Source: an optimization exercise on an open RTL-to-GDS flow (aim: small area). Production flows keep margins and buffers that such runs may drop. In this exercise RTL edits were held to simulation tests only and were not proved equivalent to the original. Power and IR drop assume default switching activity.

==> design/flow/config.mk <==
export PLATFORM = sky130hd
export DESIGN_NAME = traffic_light_controller
export DESIGN_NICKNAME = traffic_light_controller
export VERILOG_FILES = /design/flow/design.v
export SDC_FILE = /design/flow/constraint.sdc
export NUM_CORES = 4
export LEC_CHECK = 0
export CAP_MARGIN = 20
export CORE_MARGIN = 2
export CORE_UTILIZATION = 40
export SLEW_MARGIN = 20
==> design/flow/constraint.sdc <==
create_clock -name core_clock -period 8.0 [get_ports {clk_in}]
set_input_delay 1.6000 -clock core_clock [delete_from_list [all_inputs] [get_ports {clk_in}]]
set_output_delay 1.6000 -clock core_clock [all_outputs]
set_load 0.01 [all_outputs]
==> design/flow/design.v <==
module Clock_divider(clock_in,reset,tick
    );
input clock_in; 
input reset;
output tick; 
reg[31:0] counter;
parameter DIVISOR = 32'd16;
always @(posedge clock_in)
begin
 if (reset)
  counter <= 32'd0;
 else begin
  counter <= counter + 32'd1;
  if(counter>=(DIVISOR-1))
   counter <= 32'd0;
 end
end
assign tick = (counter == 32'd0);
endmodule
module traffic_light_controller(
    input clk_in,
    input rst,
    input sw0,
    input sw1,
    input [2:0] btn,
    output reg [6:0] seg,
    output reg red,
    output reg yellow,
    output reg green,
    output reg red2,
    output reg yellow2,
    output reg green2 
);
wire tick;
Clock_divider m1(clk_in, rst, tick);
parameter RED = 3'b001;
parameter YELLOW = 3'b010;
parameter GREEN = 3'b100;
reg [2:0] state;
reg [23:0] timer;
reg [23:0] count;
integer red_time;
integer yellow_time;
integer green_time;
always @(posedge clk_in) begin
    if (rst) begin
        red_time = 6;
        yellow_time = 1;
        green_time = 2;
        state <= RED;
        timer <= 0;
        count <= red_time;
        red <= 1;
        yellow <= 0;
        green <= 0;
        red2 <= 0;
        yellow2 <= 0;
        green2 <= 1;
    end else if (tick) begin
    if (!sw1) begin
        if(btn[0]) red_time = red_time-1;
        if(btn[1]) yellow_time = yellow_time-1;
        if(btn[2]) green_time = green_time-1;
    end else begin
        if(btn[0]) red_time = red_time+1;
        if(btn[1]) yellow_time = yellow_time+1;
        if(btn[2]) green_time = green_time+1;
    end
         if (!sw0) begin
            case (state)
                RED: begin
                    if(timer == 2)begin 
                        red2 <= 0; 
                        yellow2 <= 1; 
                        green2 <= 0;
                        end
                    if(timer == 4)begin 
                        red2 <= 1; 
                        yellow2 <= 0; 
                        green2 <= 0;
                        end
                    if (timer == red_time) begin
                        state <= GREEN;
                        timer <= 0;
                        count <= green_time;
                        red <= 0;
                        yellow <= 0;
                        green <= 1;
                        red2 <= 1;
                        yellow2 <= 0;
                        green2 <= 0;
                    end else begin
                        timer <= timer + 1;
                        count <= count - 1;
                    end
                end
                GREEN: begin
                    if (timer == green_time) begin
                        state <= YELLOW;
                        timer <= 0;
                        count <= yellow_time;
                        red <= 0;
                        yellow <= 1;
                        green <= 0;
                        red2 <= 1;
                        yellow2 <= 0;
                        green2 <= 0;
                    end else begin
                        timer <= timer + 1; 
                        count <= count - 1; 
                    end 
                end 
                YELLOW: begin 
                    if (timer == yellow_time) begin 
                        red <= 1; 
                        yellow <= 0; 
                        green <= 0;
                        red2 <= 1; 
                        yellow2 <= 0; 
                        green2 <= 0;
                        count <= red_time;
                        timer <= timer + 1; 
                    end
                    else if (timer == yellow_time + 1) begin 
                        state <= RED; 
                        timer <= 0; 
                        red <= 1; 
                        yellow <= 0; 
                        green <= 0;
                        red2 <= 0; 
                        yellow2 <= 0; 
                        green2 <= 1;
                    end else begin 
                        timer <= timer + 1; 
                        count <= count - 1; 
                    end 
                end 
            endcase 
        end else if (sw0) begin 
		  red <= 0;
		  green <= 0;
		  red2 <= 0;
		  green2 <= 0;
		  count <= 10;
		  yellow <= 0;
		  yellow2 <= 1;
            if (timer == 1) begin 
                yellow <= ~yellow;
                yellow2 <= ~yellow2;
                timer <= 0;
            end else if(timer > 1) begin
                timer <= 0;
            end else begin 
                timer <= timer + 1;
            end  
        end  
    end  
end  
always @(*) begin
    case(count)
        4'd0: seg = 7'b1000000;  
        4'd1: seg = 7'b1111001;  
        4'd2: seg = 7'b0100100;  
        4'd3: seg = 7'b0110000;  
        4'd4: seg = 7'b0011001; 
	    4'd5: seg = 7'b0010010;
	    4'd6: seg = 7'b0000010;
	    4'd7: seg = 7'b1111000;
	    4'd8: seg = 7'b0000000;
	    4'd9: seg = 7'b0010000;
        default: seg = 7'b1111111;  
    endcase
end
endmodule
==> design/flow/run.sh <==
#!/bin/bash
# synth_recipe.tcl (not shown) runs the flow's synth.tcl, then flattens the netlist and writes it again
# the make line also repeats each setting of config.mk as NAME=value (left out here)
make -C /OpenROAD-flow-scripts/flow DESIGN_CONFIG=/design/flow/config.mk WORK_HOME=/design/flow/orfs CLKGATE_MAP_FILE= SYNTH_SCRIPT=/design/flow/synth_recipe.tcl finish
==> qor.txt <==
Status: complete, no violations
Via-to-Cell Ratio: 6.194
Initial Utilization: 40.26%
Worst-path clk slew: 0.08 ns
Synth Register Bits: 192
Setup Skew: 0.01948 ns
Die area: 0.04132 sq mm
Netlist cell types: 91
Tot Pwr: 1.956 mW
Async set or reset register ratio after synthesis: 0%
Worst Hold Launch: green2
Worst hold path class: reg2reg
Mapped Area: 0.01589 sq mm
Setup violations, final: 0
Port bufs: 19
EDFF count, synth: 0
Syn avg cell area: 7.554 sq um
R2r setup slk: 1.52 ns
Pin count of the biggest net entering global routing: 94
Pwr Density: 114.6 mW/mm^2
Top_reg_cell synth: dfxtp_1
Final Cycle Share: 89.60%
Synth top cells by count: nor2_1, dfxtp_1, xnor2_1
Routed len/inst: 23.01 um
Final Non-Filler Cells: 2,573
Placed inst area: 0.01644 sq mm
LEAKAGE: 5.981 nW
Area fraction of the dominant cell type after synthesis: 24.20%
WHS: 0.4460 ns
Setup TNS: 0 ns
Setup crit end kind: flop
Main area contributors after synthesis: dfxtp_1, xnor2_1, xor2_1
Total CTS buffers: 17
Layout cells sized above 1: 6.546%
Critical path required time: 8.44 ns
Worst Hold End: green2
GRT Util Overall: 28.89%
Root Driver: clkbuf_16
Row cnt: 73
Initial antenna violation count: 0
Fill count: 4,133
Detailed-route via count: 15,940
DRT iter0 DRCs: 1,543
Antenna-violating nets left: 0
Seq/Total Area, Yosys: 24.20%
Router iterations before antenna repair: 5
Placement Setup Slack: 0.4597 ns
Core area: 0.03946 sq mm
Die span in x: 203.3 um
Sink Count: 192
HPWL after DPL: 43,660 um
Drt drc: 0
DRT Wirelength: 59,210 um
Setup repair bufs after CTS: 0
Area leader, netlist: dfxtp_1
Setup slack after layout: 0.8320 ns
CTS tree: done
Total grt overflow: 0
H-tree Lvls: 4
RSZ-0062 raised after global routing: false
Die height: 203.3 um
Worst R2R Path Depth: 22
Critical Path AT: 7.61 ns
Placed cells: 2,540
Final #Nets: 2,061
Slew margin rel.: 26.31%
Max Cap Violations: 0
Wire length of the first global-routing pass: 90,640 um
Peak VDD IR: 0.1697 mV
Final slew viol count: 0
Final min period: 7.168 ns
Least-Margin Pin Slew: 1.103 ns
Max Fanout on Critical Path: 9
Hold path cells: 2
P&R area growth vs syn: 7.427%
Final count of hold timing violations: 0
Hold buffer count at cts: 0
Number of global-route vias before repair: 14,750
Peak Freq: 139.5 MHz
PostCTS Resize Cnt: 0
YS warnings: 2
Clock Path Buffers: 2
Count leader, synth: nor2_1
Clock Latency Late Sink: 0.51 ns
Top Ports: 20
Setup crit start kind: input port
R2r startpoint: yellow_time[0]
Critical path class: in2reg
Post-Synthesis Cells: 2,103
Gpl congestion: 0.9905
Fin area: 0.01707 sq mm
Fin util: 43.25%
routing by layer:
metal	vias to the layer above	share of wire (%)	GRT usage, %
li1	7496	-	-
met1	7670	42	36.96
met2	645	45	46.11
met3	127	7.2	5.817
met4	0	5.0	14.75
met5	-	0	0
placed cells by master, fill, tap and decap left out, types with 36 or more instances in the layout:
cell	count
nor4_1	79
nand2_1	148
xnor2_1	150
buf_4	41
mux2i_1	46
xor2_1	93
nor3_1	94
and3_1	36
or3_1	72
inv_1	48
nand4_1	54
dfxtp_1	192
a21oi_1	99
o21ai_0	79
nand3_1	70
nor2_1	213
kinds of logic after synthesis:
kind of cell    after synthesis  share of synthesized area [%]
fa+ha+maj                    20                          1.575
buf+inv                     222                          5.537
compound gates              390                          16.41
mux                          56                          3.702
flops                       192                          24.20
xor+xnor                    260                          15.85
simple gates                962                          32.71
other cells                   1                        0.02361
layout make-up:
| type | count | area, sq um | area share, % |
|---|---|---|---|
| Multi-Input combinational cell | 1716 | 11280 | 66.09 |
| Sequential cell | 192 | 3844 | 22.52 |
| Tap cell | 525 | 656.9 | 3.849 |
| Timing Repair Buffer | 59 | 483.0 | 2.830 |
| Clock buffer | 19 | 452.9 | 2.654 |
| Inverter | 48 | 180.2 | 1.056 |
| Clock inverter | 13 | 167.7 | 0.9825 |
| Antenna cell | 1 | 2.502 | 0.01466 |
registers in the layout, indices dropped and copies added, names as in the netlist, named ones only:
signal	flops
yellow_time	32
yellow	1
state	3
yellow2	1
m1.counter	32
red_time	32
green_time	32
red	1
green	1
red2	1
count	24
timer	24
green2	1
worst max-delay path by stage:
stage / startpoint / to / slack [ns] / depth (start not counted)
floorplan: btn[1] / flop / 1.53 / 23
global placement: btn[1] / flop / 0.53 / 20
detailed placement: btn[1] / flop / 0.46 / 20
CTS: btn[1] / flop / 0.98 / 20
global route: btn[1] / flop / 0.55 / 20
finish: btn[1] / flop / 0.83 / 20
critical path, stage by stage:
cell,delay (ns)
clkdlybuf4s50_1,0.60
or4b_1,0.56
nor3_1,0.22
nor3_1,0.08
a211oi_1,0.53
nand3_1,0.37
o31a_1,0.39
nor4_1,0.51
o211ai_1,0.15
or4_1,0.57
or2_0,0.25
o41a_2,0.58
mux2i_1,0.19
nor2_1,0.19
ha_1,0.24
nor2_1,0.07
a21oi_1,0.13
nor2_1,0.06
a21o_1,0.16
a21oi_1,0.13
power by group:
group          switching (mW)  leakage, nW  internal, mW
Sequential            0.00177         1.56         0.962
Combinational          0.0478         4.13        0.0186
Clock                   0.463        0.296         0.462

==> what the ideal ports hide <==
The results above use ideal ports. As a check the final layout listed here was re-extracted and re-timed, cells and wires unchanged. Step 1 sets driving cells, clkbuf_16 on the clock port and buf_2 on the other inputs (assumed; they add their load-dependent delay and slew). Step 2 moves the port delays by t, midway between the first and last clock arrival at a register: inputs arrive t later, outputs are due t later. That takes back most of the time a late clock gives input paths. Three values: no drivers, after step 1, after step 2; two values: the first two.
t (ns): 0.562
slack for setup (ns): 0.832 / 0.857 / 0.295
worst register clock-pin slew, ns: 0.09 / 0.09
After both steps this run still meets setup and hold. The setup slack of this run moves by +0.025 ns with the drivers and by -0.537 ns with both steps.
